What follows belongs to an exercise in optimizing a design on an open flow for small area, a short achievable clock period and few clock cycles per item; a production flow would make more cautious choices.
RTL that was checked went through simulation tests only; none was proved equivalent to the original.
Power figures rest on the tool's default switching activity, not on a simulated workload.

==> 07-15: inputs <==
==> flow/design.v (excerpt) <==
module Fib
(
  input  clk,
  input  reset,
  input signed [32-1 : 0] fib_n,
  output signed [64-1 : 0] fib_return,
  output  fib_busy,
  input  fib_req
);
export LEC_CHECK = 0
export ABC_AREA = 1
export CAP_MARGIN = 20
export CORE_MARGIN = 2
export CORE_UTILIZATION = 40
export PLACE_DENSITY = 0.85
export SETUP_SLACK_MARGIN = 2.7
export SLEW_MARGIN = 20
create_clock -name core_clock -period 5.0 [get_ports {clk}]
standard.sh (not shown) runs the stock make flow with config.mk's settings and CLKGATE_MAP_FILE= SYNTH_SCRIPT=/design/flow/synth_recipe.tcl, a recipe that flattens the netlist after the stock synthesis.
==> flow/flow/run.sh <==
#!/bin/bash
set -euo pipefail
export BUFFER_PORTS_ARGS="-buffer_cell sky130_fd_sc_hd__buf_1"
export CTS_ARGS="-sink_clustering_enable -repair_clock_nets -dont_use_dummy_load"
bash standard.sh > standard_flow.log 2>&1
==> 12-26 (differences from 07-15) <==
--- a/flow/design.v
+++ b/flow/design.v
@@ -1144,13 +1144,15 @@
   wire [8:0] sum = nxt[7:0] + cur[7:0] + c;
   wire [7:0] nin = st[1] ? sum[7:0] : {7'd0, st[0] & first};
   wire [4:0] dec = {1'b0, cnt[3:0]} - b;
   wire       under = dec[4];
   always @(posedge clk) begin
-    cur <= ({64{busy}} & {nxt[7:0], cur[63:8]})
-         | ({64{~busy & fib_req}} & tab)
-         | ({64{~busy & ~fib_req}} & cur);
+    if (busy) begin
+      cur <= {nxt[7:0], cur[63:8]};
+    end else if (fib_req) begin
+      cur <= tab;
+    end
     nxt <= {nin, nxt[63:8]};
     if (busy)
       cnt <= {dec[3:0], cnt[31:4]};
     else
       cnt <= fib_n;
==> flow/flow/run.sh (replaced) <==
#!/bin/bash
set -euo pipefail
export BUFFER_PORTS_ARGS="-buffer_cell sky130_fd_sc_hd__buf_1"
export CTS_ARGS="-sink_clustering_enable -repair_clock_nets -buf_list sky130_fd_sc_hd__clkbuf_8 -dont_use_dummy_load"
bash standard.sh > standard_flow.log 2>&1
Settings changed: PLACE_DENSITY 0.85 to default, SETUP_SLACK_MARGIN 2.7 to 2.5.
==> 06-11 (differences from 07-15) <==
==> flow/flow/run.sh (replaced) <==
#!/bin/bash
set -euo pipefail
export BUFFER_PORTS_ARGS="-buffer_cell sky130_fd_sc_hd__buf_1"
export CTS_ARGS="-sink_clustering_enable -repair_clock_nets -buf_list sky130_fd_sc_hd__clkbuf_8 -dont_use_dummy_load -sink_buffer_max_cap_derate 0.5"
bash standard.sh > standard_flow.log 2>&1
Settings changed: SETUP_SLACK_MARGIN 2.7 to 2.5.
==> 08-24 (differences from 07-15) <==
Settings changed: PLACE_DENSITY 0.85 to 0.95.
==> key figures <==
Status
  • Outcome: finished clean

Detailed routing
  • Wl on met1: 16.7 mm

Global route
  • Vias in the first global route: 8749

Clock network
  • CTS root buffer: clkbuf_8
  • Post-CTS Setup Inserts: 14

STA
  • Fmax: 384 MHz
  • Worst Max-Slew Pin Slew: 0.873 ns

Logic synthesis
  • Post-Synth Adder-Cell Area: 2.96%
  • Synth cell count leaders: nand2_1, o21ai_0, dfxtp_1
  • Post-synthesis xor/xnor area fraction: 0.103%

Finish
  • Register area: 4010 µm²
  • Most frequent cells in the layout: nand2_1, o21ai_0, dfxtp_1
  • Fin util: 48.1%

Die
  • Total Die Area: 22500 µm²

Setup path
  • R2R setup slack: 2.81 ns

Power and ir drop
  • Peak supply drop: 190 µV
Source of the figures above: 12-26

==> key figures <==
Global route
  • Vias in the first global route: 9220
  • Initial antenna violation count: 2

Logic synthesis
  • Post-synthesis xor/xnor area fraction: 0.209%
  • Post-Synth Adder-Cell Area: 3.01%
  • Synth cell count leaders: nand2_1, dfxtp_1, o21ai_0

Setup path
  • R2R setup slack: 2.66 ns

Status
  • Outcome: finished clean

STA
  • Fmax: 391 MHz
  • Worst Max-Slew Pin Slew: 0.973 ns

Die
  • Total Die Area: 22100 µm²

Detailed routing
  • Drt pass-1 iters: 6
  • Wl on met1: 17.0 mm

Finish
  • Register area: 3370 µm²
  • Fin util: 47.6%
  • Most frequent cells in the layout: nand2_1, dfxtp_1, o21ai_0

Clock network
  • Clock Latency Late Sink: 0.47 ns
  • CTS root buffer: clkbuf_8

Power and ir drop
  • Peak supply drop: 175 µV
Source of the figures above: 06-11

==> key figures <==
Status
  • Outcome: finished clean

STA
  • Worst Max-Slew Pin Slew: 0.716 ns

Logic synthesis
  • Post-Synth Adder-Cell Area: 3.01%
  • Synth cell count leaders: nand2_1, dfxtp_1, o21ai_0

Power and ir drop
  • Peak supply drop: 198 µV

Finish
  • Most frequent cells in the layout: nand2_1, dfxtp_1, o21ai_0
  • Register area: 3370 µm²
  • Fin util: 50.4%

Clock network
  • CTS root buffer: clkbuf_16
  • Post-CTS Setup Inserts: 12

Detailed routing
  • Wl on met1: 17.2 mm

Setup path
  • R2R setup slack: 2.90 ns
  • CP Capture Point: cur[21]

Global route
  • Vias in the first global route: 9323
Source of the figures above: 07-15

==> key figures <==
Global route
  • Vias in the first global route: 9201

Finish
  • Most frequent cells in the layout: nand2_1, dfxtp_1, o21ai_0
  • Register area: 3370 µm²

Power and ir drop
  • Peak supply drop: 215 µV

Clock network
  • Post-CTS Setup Inserts: 16
  • CTS root buffer: clkbuf_16

Setup path
  • R2R setup slack: 2.82 ns

Status
  • Outcome: finished clean

STA
  • Fmax: 416 MHz
Source of the figures above: 08-24

Testbench counts of 07-15, summed over its fixed seeds: cycles 1,024, requests 1,024.
Testbench counts of 12-26, summed over its fixed seeds: cycles 1,024, requests 1,024.
Testbench counts of 06-11, summed over its fixed seeds: cycles 1,024, requests 1,024.
Testbench counts of 08-24, summed over its fixed seeds: cycles 1,024, requests 1,024.

========
==> inputs of sierra <==
Fib with an RTL version that a note above also has.
Design Fib, start of the top module:
module Fib
(
  input  clk,
  input  reset,
  input signed [32-1 : 0] fib_n,
  output signed [64-1 : 0] fib_return,
  output  fib_busy,
  input  fib_req
);
  wire [63:0] romv;
  wire r0866;
  wire r0867;
  wire r0868;
  wire r0869;
  wire r0870;
  wire r0871;
  wire r0872;
  wire r0873;
  wire r0874;
  wire r0875;
  wire r0876;
  wire r0877;
  wire r0878;
  wire r0879;
  wire r0880;
  wire r0881;
  wire r0882;
  wire r0883;
  wire r0884;
  wire r0885;
  wire r0886;
  wire r0887;
  wire r0888;
  wire r0889;
  wire r0890;
  wire r0891;
  wire r0892;
  wire r0893;
  wire r0894;
  wire r0895;
  wire r0896;
  wire r0897;
  wire r0898;
  wire r0899;
  wire r0900;
  wire r0901;
  wire r0902;
  wire r0903;
  wire r0904;
  wire r0905;
  wire r0906;
  wire r0907;
  wire r0908;
  wire r0909;
  wire r0910;
  wire r0911;
  wire r0912;
  wire r0913;
  wire r0914;
  wire r0915;
  wire r0916;
  wire r0917;
  wire r0918;
  wire r0919;
  wire r0920;
  wire r0921;
  wire r0922;
  wire r0923;
  wire r0924;
  wire r0925;
  wire r0926;
  wire r0927;
  wire r0928;
  wire r0929;
  wire r0930;
  wire r0931;
  wire r0932;
  wire r0933;
  wire r0934;
  wire r0935;
  ...
clock: 5.0 ns
lec_check: 0
abc_area: 1
cap_margin: 20
core_margin: 2
core_utilization: 40
setup_slack_margin: 2.6
slew_margin: 20
==> flow/flow/run.sh <==
#!/bin/bash
set -euo pipefail
export BUFFER_PORTS_ARGS="-buffer_cell sky130_fd_sc_hd__buf_1"
export CTS_ARGS="-sink_clustering_enable -repair_clock_nets -buf_list sky130_fd_sc_hd__clkbuf_8 -dont_use_dummy_load"
bash standard.sh > standard_flow.log 2>&1
==> inputs of xenon, as changes to sierra <==
PLACE_DENSITY = 0.85   (was unset)
SETUP_SLACK_MARGIN = 2.5   (was 2.6)
==> qor summary <==
item                                                              sierra              xenon
Top layer in use                                                    met5               met4
Buffer and inverter count on the worst path                            5                  3
Tightest slew margin relative to the limit                         0.486              0.380
Met3 track utilization from global routing                         0.102              0.106
CP Capture Point                                       cur[15]$_DFFE_PP_  cur[25]$_DFFE_PP_
Status                                  no timing/DRC/antenna violations  no timing/DRC/antenna violations
Placer congestion estimate                                          1.18               1.11
Fmax                                                             390 MHz            394 MHz
Nonclk buf count                                                     153                143
Ratio of cells with drive above 1 in the final layout              0.166              0.139
Resized cells post-CTS                                               112                 93
Power consumption                                                2.99 mW            2.97 mW
Proportion of cell area occupied by multi-input gates              0.437              0.433
Startpoint of the worst-slack reg-to-reg timing path    cur[0]$_DFFE_PP_    busy$_SDFF_PP0_
Placed cells                                                        1498               1502
Buffer share of cell area                                         0.0862             0.0771
P_sw                                                              992 uW             995 uW
Areal power density over the cells                           286 mW/mm^2        293 mW/mm^2
Min cycle time layout                                            2560 ps            2540 ps
Testbench counts of sierra, summed over its fixed seeds: cycles 1,024, requests 1,024.
Testbench counts of xenon, summed over its fixed seeds: cycles 1,024, requests 1,024.

========
==> inputs of 09-26 <==
==> flow/design.v <==
module Fib
(
  input  clk,
  input  reset,
  input signed [32-1 : 0] fib_n,
  output signed [64-1 : 0] fib_return,
  output  fib_busy,
  input  fib_req
);
  function [63:0] rom(input [6:0] a);
    reg [5:0] h; reg [15:0] l; integer k;
    begin
      for (k = 0; k < 6; k = k + 1) h[k] = (a[6:4] == k);
      for (k = 0; k < 16; k = k + 1) l[k] = (a[3:0] == k);
      rom[0] = (h[0] & |(l & 16'h6db6)) | (h[1] & |(l & 16'hb6db)) | (h[2] & |(l & 16'hdb6d)) | (h[3] & |(l & 16'h6db6)) | (h[4] & |(l & 16'hb6db)) | (h[5] & |(l & 16'h1b6d));
      rom[1] = (h[0] & |(l & 16'h8618)) | (h[1] & |(l & 16'h1861)) | (h[2] & |(l & 16'h6186)) | (h[3] & |(l & 16'h8618)) | (h[4] & |(l & 16'h1861)) | (h[5] & |(l & 16'h2186));
      rom[2] = (h[0] & |(l & 16'h5a0)) | (h[1] & |(l & 16'ha05a)) | (h[2] & |(l & 16'h5a05)) | (h[3] & |(l & 16'h5a0)) | (h[4] & |(l & 16'ha05a)) | (h[5] & |(l & 16'h1a05));
      rom[3] = (h[0] & |(l & 16'h68c0)) | (h[1] & |(l & 16'hc057)) | (h[2] & |(l & 16'h5768)) | (h[3] & |(l & 16'h68c0)) | (h[4] & |(l & 16'hc057)) | (h[5] & |(l & 16'h1768));
      rom[4] = (h[0] & |(l & 16'h5d00)) | (h[1] & |(l & 16'hb68f)) | (h[2] & |(l & 16'h5430)) | (h[3] & |(l & 16'h5d00)) | (h[4] & |(l & 16'hb68f)) | (h[5] & |(l & 16'h1430));
      rom[5] = (h[0] & |(l & 16'he600)) | (h[1] & |(l & 16'h75d2)) | (h[2] & |(l & 16'h8ef6)) | (h[3] & |(l & 16'h8bb6)) | (h[4] & |(l & 16'hc309)) | (h[5] & |(l & 16'h159b));
      rom[6] = (h[0] & |(l & 16'he800)) | (h[1] & |(l & 16'h98b9)) | (h[2] & |(l & 16'hd32e)) | (h[3] & |(l & 16'hd175)) | (h[4] & |(l & 16'hd9bc)) | (h[5] & |(l & 16'he17));
      rom[7] = (h[0] & |(l & 16'h3000)) | (h[1] & |(l & 16'ha0a1)) | (h[2] & |(l & 16'hb99e)) | (h[3] & |(l & 16'hd798)) | (h[4] & |(l & 16'hccb)) | (h[5] & |(l & 16'h1379));
      rom[8] = (h[0] & |(l & 16'h4000)) | (h[1] & |(l & 16'h1bc1)) | (h[2] & |(l & 16'h7a13)) | (h[3] & |(l & 16'h6216)) | (h[4] & |(l & 16'hbd0a)) | (h[5] & |(l & 16'h3997));
      rom[9] = (h[0] & |(l & 16'h8000)) | (h[1] & |(l & 16'hccb7)) | (h[2] & |(l & 16'h21a2)) | (h[3] & |(l & 16'h59a3)) | (h[4] & |(l & 16'hcbbc)) | (h[5] & |(l & 16'h3a14));
      rom[10] = (h[1] & |(l & 16'hbc2)) | (h[2] & |(l & 16'hf7af)) | (h[3] & |(l & 16'h8cc2)) | (h[4] & |(l & 16'h67a6)) | (h[5] & |(l & 16'h3ace));
      rom[11] = (h[1] & |(l & 16'hbcb4)) | (h[2] & |(l & 16'h2fa9)) | (h[3] & |(l & 16'h666f)) | (h[4] & |(l & 16'h5fa8)) | (h[5] & |(l & 16'h1708));
      rom[12] = (h[1] & |(l & 16'h7d18)) | (h[2] & |(l & 16'h2971)) | (h[3] & |(l & 16'h5e84)) | (h[4] & |(l & 16'h8970)) | (h[5] & |(l & 16'hf66));
      rom[13] = (h[1] & |(l & 16'h4ba0)) | (h[2] & |(l & 16'hf141)) | (h[3] & |(l & 16'he5de)) | (h[4] & |(l & 16'ha2d)) | (h[5] & |(l & 16'h2433));
      rom[14] = (h[1] & |(l & 16'h3cc0)) | (h[2] & |(l & 16'h415a)) | (h[3] & |(l & 16'h8508)) | (h[4] & |(l & 16'haf0)) | (h[5] & |(l & 16'h1ef4));
      rom[15] = (h[1] & |(l & 16'hfd00)) | (h[2] & |(l & 16'h5a3a)) | (h[3] & |(l & 16'h68d0)) | (h[4] & |(l & 16'hd1f6)) | (h[5] & |(l & 16'h132e));
      rom[16] = (h[1] & |(l & 16'h2600)) | (h[2] & |(l & 16'he197)) | (h[3] & |(l & 16'h5d0d)) | (h[4] & |(l & 16'hc98)) | (h[5] & |(l & 16'h22f3));
      rom[17] = (h[1] & |(l & 16'h2800)) | (h[2] & |(l & 16'h5a14)) | (h[3] & |(l & 16'h3d66)) | (h[4] & |(l & 16'h667b)) | (h[5] & |(l & 16'h2f2f));
      rom[18] = (h[1] & |(l & 16'hf000)) | (h[2] & |(l & 16'h3ace)) | (h[3] & |(l & 16'h2633)) | (h[4] & |(l & 16'he84c)) | (h[5] & |(l & 16'h32f2));
      rom[19] = (h[1] & |(l & 16'h4000)) | (h[2] & |(l & 16'h9708)) | (h[3] & |(l & 16'h4599)) | (h[4] & |(l & 16'h868b)) | (h[5] & |(l & 16'h3442));
      rom[20] = (h[1] & |(l & 16'h8000)) | (h[2] & |(l & 16'hcf66)) | (h[3] & |(l & 16'he8cc)) | (h[4] & |(l & 16'hb30a)) | (h[5] & |(l & 16'h2e82));
      rom[21] = (h[2] & |(l & 16'h6433)) | (h[3] & |(l & 16'h8666)) | (h[4] & |(l & 16'h740a)) | (h[5] & |(l & 16'h1eb4));
      rom[22] = (h[2] & |(l & 16'h5ef4)) | (h[3] & |(l & 16'h5e8)) | (h[4] & |(l & 16'h4367)) | (h[5] & |(l & 16'h1318));
      rom[23] = (h[2] & |(l & 16'h3e98)) | (h[3] & |(l & 16'hb3eb)) | (h[4] & |(l & 16'h82e9)) | (h[5] & |(l & 16'h1416));
      rom[24] = (h[2] & |(l & 16'hfea0)) | (h[3] & |(l & 16'hafea)) | (h[4] & |(l & 16'h287)) | (h[5] & |(l & 16'h15a3));
      rom[25] = (h[2] & |(l & 16'h25c0)) | (h[3] & |(l & 16'hc487)) | (h[4] & |(l & 16'h6f04)) | (h[5] & |(l & 16'h23af));
      rom[26] = (h[2] & |(l & 16'h4500)) | (h[3] & |(l & 16'hb3df)) | (h[4] & |(l & 16'h5f68)) | (h[5] & |(l & 16'h21f));
      rom[27] = (h[2] & |(l & 16'h5e00)) | (h[3] & |(l & 16'h74bf)) | (h[4] & |(l & 16'h8986)) | (h[5] & |(l & 16'h2c9));
      rom[28] = (h[2] & |(l & 16'h8800)) | (h[3] & |(l & 16'h43c9)) | (h[4] & |(l & 16'hd168)) | (h[5] & |(l & 16'h2bc));
      rom[29] = (h[2] & |(l & 16'hd000)) | (h[3] & |(l & 16'h34bc)) | (h[4] & |(l & 16'hceb)) | (h[5] & |(l & 16'h347d));
      rom[30] = (h[2] & |(l & 16'h6000)) | (h[3] & |(l & 16'h98a6)) | (h[4] & |(l & 16'hbd31)) | (h[5] & |(l & 16'h184b));
      rom[31] = (h[2] & |(l & 16'h8000)) | (h[3] & |(l & 16'hcd1e)) | (h[4] & |(l & 16'ha62c)) | (h[5] & |(l & 16'hde7));
      rom[32] = (h[3] & |(l & 16'h6613)) | (h[4] & |(l & 16'h7346)) | (h[5] & |(l & 16'hbe9));
      rom[33] = (h[3] & |(l & 16'he814)) | (h[4] & |(l & 16'h9985)) | (h[5] & |(l & 16'h3c87));
      rom[34] = (h[3] & |(l & 16'heb78)) | (h[4] & |(l & 16'h17b3)) | (h[5] & |(l & 16'h10b2));
      rom[35] = (h[3] & |(l & 16'h5c20)) | (h[4] & |(l & 16'h14c2)) | (h[5] & |(l & 16'h1674));
      rom[36] = (h[3] & |(l & 16'h8b40)) | (h[4] & |(l & 16'h1502)) | (h[5] & |(l & 16'he98));
      rom[37] = (h[3] & |(l & 16'hd180)) | (h[4] & |(l & 16'h78d9)) | (h[5] & |(l & 16'h87b));
      rom[38] = (h[3] & |(l & 16'hba00)) | (h[4] & |(l & 16'h4d0c)) | (h[5] & |(l & 16'h2697));
      rom[39] = (h[3] & |(l & 16'hcc00)) | (h[4] & |(l & 16'he60b)) | (h[5] & |(l & 16'h1ea2));
      rom[40] = (h[3] & |(l & 16'hd000)) | (h[4] & |(l & 16'h3367)) | (h[5] & |(l & 16'h3eaf));
      rom[41] = (h[3] & |(l & 16'h6000)) | (h[4] & |(l & 16'hf432)) | (h[5] & |(l & 16'h872));
      rom[42] = (h[3] & |(l & 16'h8000)) | (h[4] & |(l & 16'h4342)) | (h[5] & |(l & 16'h3df4));
      rom[43] = (h[4] & |(l & 16'h82ef)) | (h[5] & |(l & 16'h3d2e));
      rom[44] = (h[4] & |(l & 16'h284)) | (h[5] & |(l & 16'h10f3));
      rom[45] = (h[4] & |(l & 16'hb468)) | (h[5] & |(l & 16'h2099));
      rom[46] = (h[4] & |(l & 16'hc330)) | (h[5] & |(l & 16'h1bcc));
      rom[47] = (h[4] & |(l & 16'h6f40)) | (h[5] & |(l & 16'h3a66));
      rom[48] = (h[4] & |(l & 16'he980)) | (h[5] & |(l & 16'h3a85));
      rom[49] = (h[4] & |(l & 16'hea00)) | (h[5] & |(l & 16'h3ab3));
      rom[50] = (h[4] & |(l & 16'h5c00)) | (h[5] & |(l & 16'h21c2));
      rom[51] = (h[4] & |(l & 16'h5000)) | (h[5] & |(l & 16'h2cb4));
      rom[52] = (h[4] & |(l & 16'he000)) | (h[5] & |(l & 16'h675));
      rom[53] = (h[4] & |(l & 16'h8000)) | (h[5] & |(l & 16'h1e98));
      rom[54] = (h[5] & |(l & 16'h25cd));
      rom[55] = (h[5] & |(l & 16'h1e66));
      rom[56] = (h[5] & |(l & 16'h25e8));
      rom[57] = (h[5] & |(l & 16'h530));
      rom[58] = (h[5] & |(l & 16'h540));
      rom[59] = (h[5] & |(l & 16'h3380));
      rom[60] = (h[5] & |(l & 16'h200));
      rom[61] = (h[5] & |(l & 16'h3400));
      rom[62] = (h[5] & |(l & 16'h1800));
      rom[63] = (h[5] & |(l & 16'h2000));
    end
  endfunction
  wire [63:0] romv = rom(fib_n[6:0]);
  reg  [63:0] cur, nxt;
  reg  [31:0] cnt;
  reg         busy;
  reg  [2:0]  ph;        
  reg  [1:0]  st;        
  reg         c;         
  reg         b;         
  wire neg  = fib_n[31];
  wire big  = ~neg & ((|fib_n[30:7]) | (fib_n[6:0] >= 7'd94));
  wire [63:0] tab = neg ? 64'h0 : romv;
  wire first = (ph == 3'd0);
  wire last  = (ph == 3'd7);
  wire [8:0] sum = nxt[7:0] + cur[7:0] + c;
  wire [7:0] nin = st[1] ? sum[7:0] : {7'd0, st[0] & first};
  wire [4:0] dec = {1'b0, cnt[3:0]} - b;
  wire       under = dec[4];
  always @(posedge clk) begin
    cur <= ({64{busy}} & {nxt[7:0], cur[63:8]})
         | ({64{~busy & fib_req}} & tab)
         | ({64{~busy & ~fib_req}} & cur);
    nxt <= {nin, nxt[63:8]};
    if (busy)
      cnt <= {dec[3:0], cnt[31:4]};
    else
      cnt <= fib_n;
    c <= sum[8] & ~last;
    b <= busy & (last | under);
  end
  always @(posedge clk) begin
    if (reset) begin
      busy <= 1'b0;
      ph <= 3'd0;
      st <= 2'd0;
    end else if (busy) begin
      ph <= ph + 3'd1;
      if (last) begin
        if (st != 2'd2) st <= st + 2'd1;
        if (st == 2'd2 && under) busy <= 1'b0;
      end
    end else if (fib_req & big) begin
      busy <= 1'b1;
      ph <= 3'd0;
      st <= 2'd0;
    end
  end
  assign fib_return = cur;
  assign fib_busy = busy;
endmodule
==> flow/flow/run.sh <==
#!/bin/bash
set -euo pipefail
export BUFFER_PORTS_ARGS="-buffer_cell sky130_fd_sc_hd__buf_1"
export CTS_ARGS="-sink_clustering_enable -repair_clock_nets -dont_use_dummy_load"
bash standard.sh > standard_flow.log 2>&1
==> flow/standard.sh <==
#!/bin/bash
# synth_recipe.tcl (not shown) runs the flow's synth.tcl, then flattens the netlist and writes it again
# the make line also repeats each setting of config.mk as NAME=value (left out here)
make -C /OpenROAD-flow-scripts/flow DESIGN_CONFIG=/design/flow/config.mk WORK_HOME=/design/flow/orfs CLKGATE_MAP_FILE= SYNTH_SCRIPT=/design/flow/synth_recipe.tcl "${@:-finish}"
==> flow/config.mk <==
export PLATFORM = sky130hd
export DESIGN_NAME = Fib
export DESIGN_NICKNAME = Fib
export VERILOG_FILES = /design/flow/design.v
export SDC_FILE = /design/flow/constraint.sdc
export NUM_CORES = 4
export LEC_CHECK = 0
export ABC_AREA = 1
export CAP_MARGIN = 20
export CORE_MARGIN = 2
export CORE_UTILIZATION = 40
export PLACE_DENSITY = 0.85
export SETUP_SLACK_MARGIN = 2.5
export SLEW_MARGIN = 20
==> flow/constraint.sdc <==
create_clock -name core_clock -period 5.0 [get_ports {clk}]
set_input_delay 1.0000 -clock core_clock [delete_from_list [all_inputs] [get_ports {clk}]]
set_output_delay 1.0000 -clock core_clock [all_outputs]
set_load 0.01 [all_outputs]
==> 11-12 (differences from 09-26) <==
--- a/flow/design.v
+++ b/flow/design.v
@@ -80,3 +80,2 @@
   endfunction
-  wire [63:0] romv = rom(fib_n[6:0]);
   reg  [63:0] cur, nxt;
@@ -90,3 +89,3 @@
   wire big  = ~neg & ((|fib_n[30:7]) | (fib_n[6:0] >= 7'd94));
-  wire [63:0] tab = neg ? 64'h0 : romv;
+  wire [63:0] tab = neg ? 64'h0 : rom(fib_n[6:0]);
   wire first = (ph == 3'd0);
@@ -98,5 +97,7 @@
   always @(posedge clk) begin
-    cur <= ({64{busy}} & {nxt[7:0], cur[63:8]})
-         | ({64{~busy & fib_req}} & tab)
-         | ({64{~busy & ~fib_req}} & cur);
+    if (busy) begin
+      cur <= {nxt[7:0], cur[63:8]};
+    end else if (fib_req) begin
+      cur <= tab;
+    end
     nxt <= {nin, nxt[63:8]};
==> flow/flow/run.sh (replaced) <==
#!/bin/bash
set -euo pipefail
export BUFFER_PORTS_ARGS="-buffer_cell sky130_fd_sc_hd__buf_1"
export CTS_ARGS="-sink_clustering_enable -repair_clock_nets -buf_list sky130_fd_sc_hd__clkbuf_8 -dont_use_dummy_load"
bash standard.sh > standard_flow.log 2>&1
- PLACE_DENSITY: 0.85 -> not set
- SETUP_SLACK_MARGIN: 2.5 -> 3.0
==> 02-08 (differences from 09-26) <==
--- a/flow/design.v
+++ b/flow/design.v
@@ -80,3 +80,2 @@
   endfunction
-  wire [63:0] romv = rom(fib_n[6:0]);
   reg  [63:0] cur, nxt;
@@ -90,3 +89,3 @@
   wire big  = ~neg & ((|fib_n[30:7]) | (fib_n[6:0] >= 7'd94));
-  wire [63:0] tab = neg ? 64'h0 : romv;
+  wire [63:0] tab = neg ? 64'h0 : rom(fib_n[6:0]);
   wire first = (ph == 3'd0);
@@ -98,5 +97,7 @@
   always @(posedge clk) begin
-    cur <= ({64{busy}} & {nxt[7:0], cur[63:8]})
-         | ({64{~busy & fib_req}} & tab)
-         | ({64{~busy & ~fib_req}} & cur);
+    if (busy) begin
+      cur <= {nxt[7:0], cur[63:8]};
+    end else if (fib_req) begin
+      cur <= tab;
+    end
     nxt <= {nin, nxt[63:8]};
==> flow/flow/run.sh (replaced) <==
#!/bin/bash
set -euo pipefail
export BUFFER_PORTS_ARGS="-buffer_cell sky130_fd_sc_hd__buf_1"
export CTS_ARGS="-sink_clustering_enable -repair_clock_nets -buf_list sky130_fd_sc_hd__clkbuf_8 -dont_use_dummy_load"
bash standard.sh > standard_flow.log 2>&1
- PLACE_DENSITY: 0.85 -> not set
==> summary of the runs <==
Of 09-26 and 02-08, 09-26 has the higher utilization (gap 1.5 points).
Wire length: 09-26 is lower than 02-08 (1.3%).
Synthesized cell count is the same in 11-12 and 02-08.
Of 02-08 and 11-12, 11-12 has the higher combinational power (gap 34%, measured against 11-12).
The highest final area belongs to 11-12, the lowest to 09-26.
Against 02-08, the area after synthesis of 09-26 is lower by about 4%.
In 11-12 the first-iteration DRC count is higher than in 09-26, by 1.7%.
Against 11-12, the sequential share of layout area of 02-08 is higher by 9.3 points.
In count of clock-buffer cells in the layout, 11-12 and 02-08 do not differ.
Setup slack, lowest first: 02-08, 09-26, 11-12.
Function was not checked in any run of this note: the RTL went through the layout flow alone.

## separate check: timing with driven ports
Ports are ideal in the flow. The routed layouts listed here were re-timed in OpenROAD.
Step 1, drivers: a clkbuf_16 drives clk and a buf_2 each remaining input, both assumed.
Step 2 moves the port delays by t, midway between the first and last clock arrival at a register: inputs arrive t later, outputs are due t later. That takes back most of the time a late clock gives input paths.
a / b / c = ideal / step 1 / step 2; a / b = the first two.
run | shift t [ns] | setup WS [ns] | worst setup path at the end | cell pins on the clock port's net
07-15 | 0.467 | 2.635 / 2.622 / 2.155 | input to register | 1
12-26 | 0.484 | 2.399 / 2.423 / 1.939 | input to register | 1
06-11 | 0.494 | 2.444 / 2.464 / 1.970 | input to register | 1
08-24 | 0.465 | 2.595 / 2.604 / 2.140 | input to register | 1
sierra | 0.477 | 2.438 / 2.434 / 1.957 | input to register | 1
xenon | 0.475 | 2.463 / 2.467 / 1.992 | input to register | 1
09-26 | 0.464 | 2.410 / 2.417 / 1.953 | input to register | 1
11-12 | 0.488 | 2.602 / 2.590 / 2.102 | input to register | 1
02-08 | 0.489 | 2.375 / 2.389 / 1.899 | input to register | 1
After both steps setup and hold are still met in every run listed. For 11-12, which loses most, drivers alone change the setup slack by -0.012 ns; drivers and shift together by -0.500 ns.
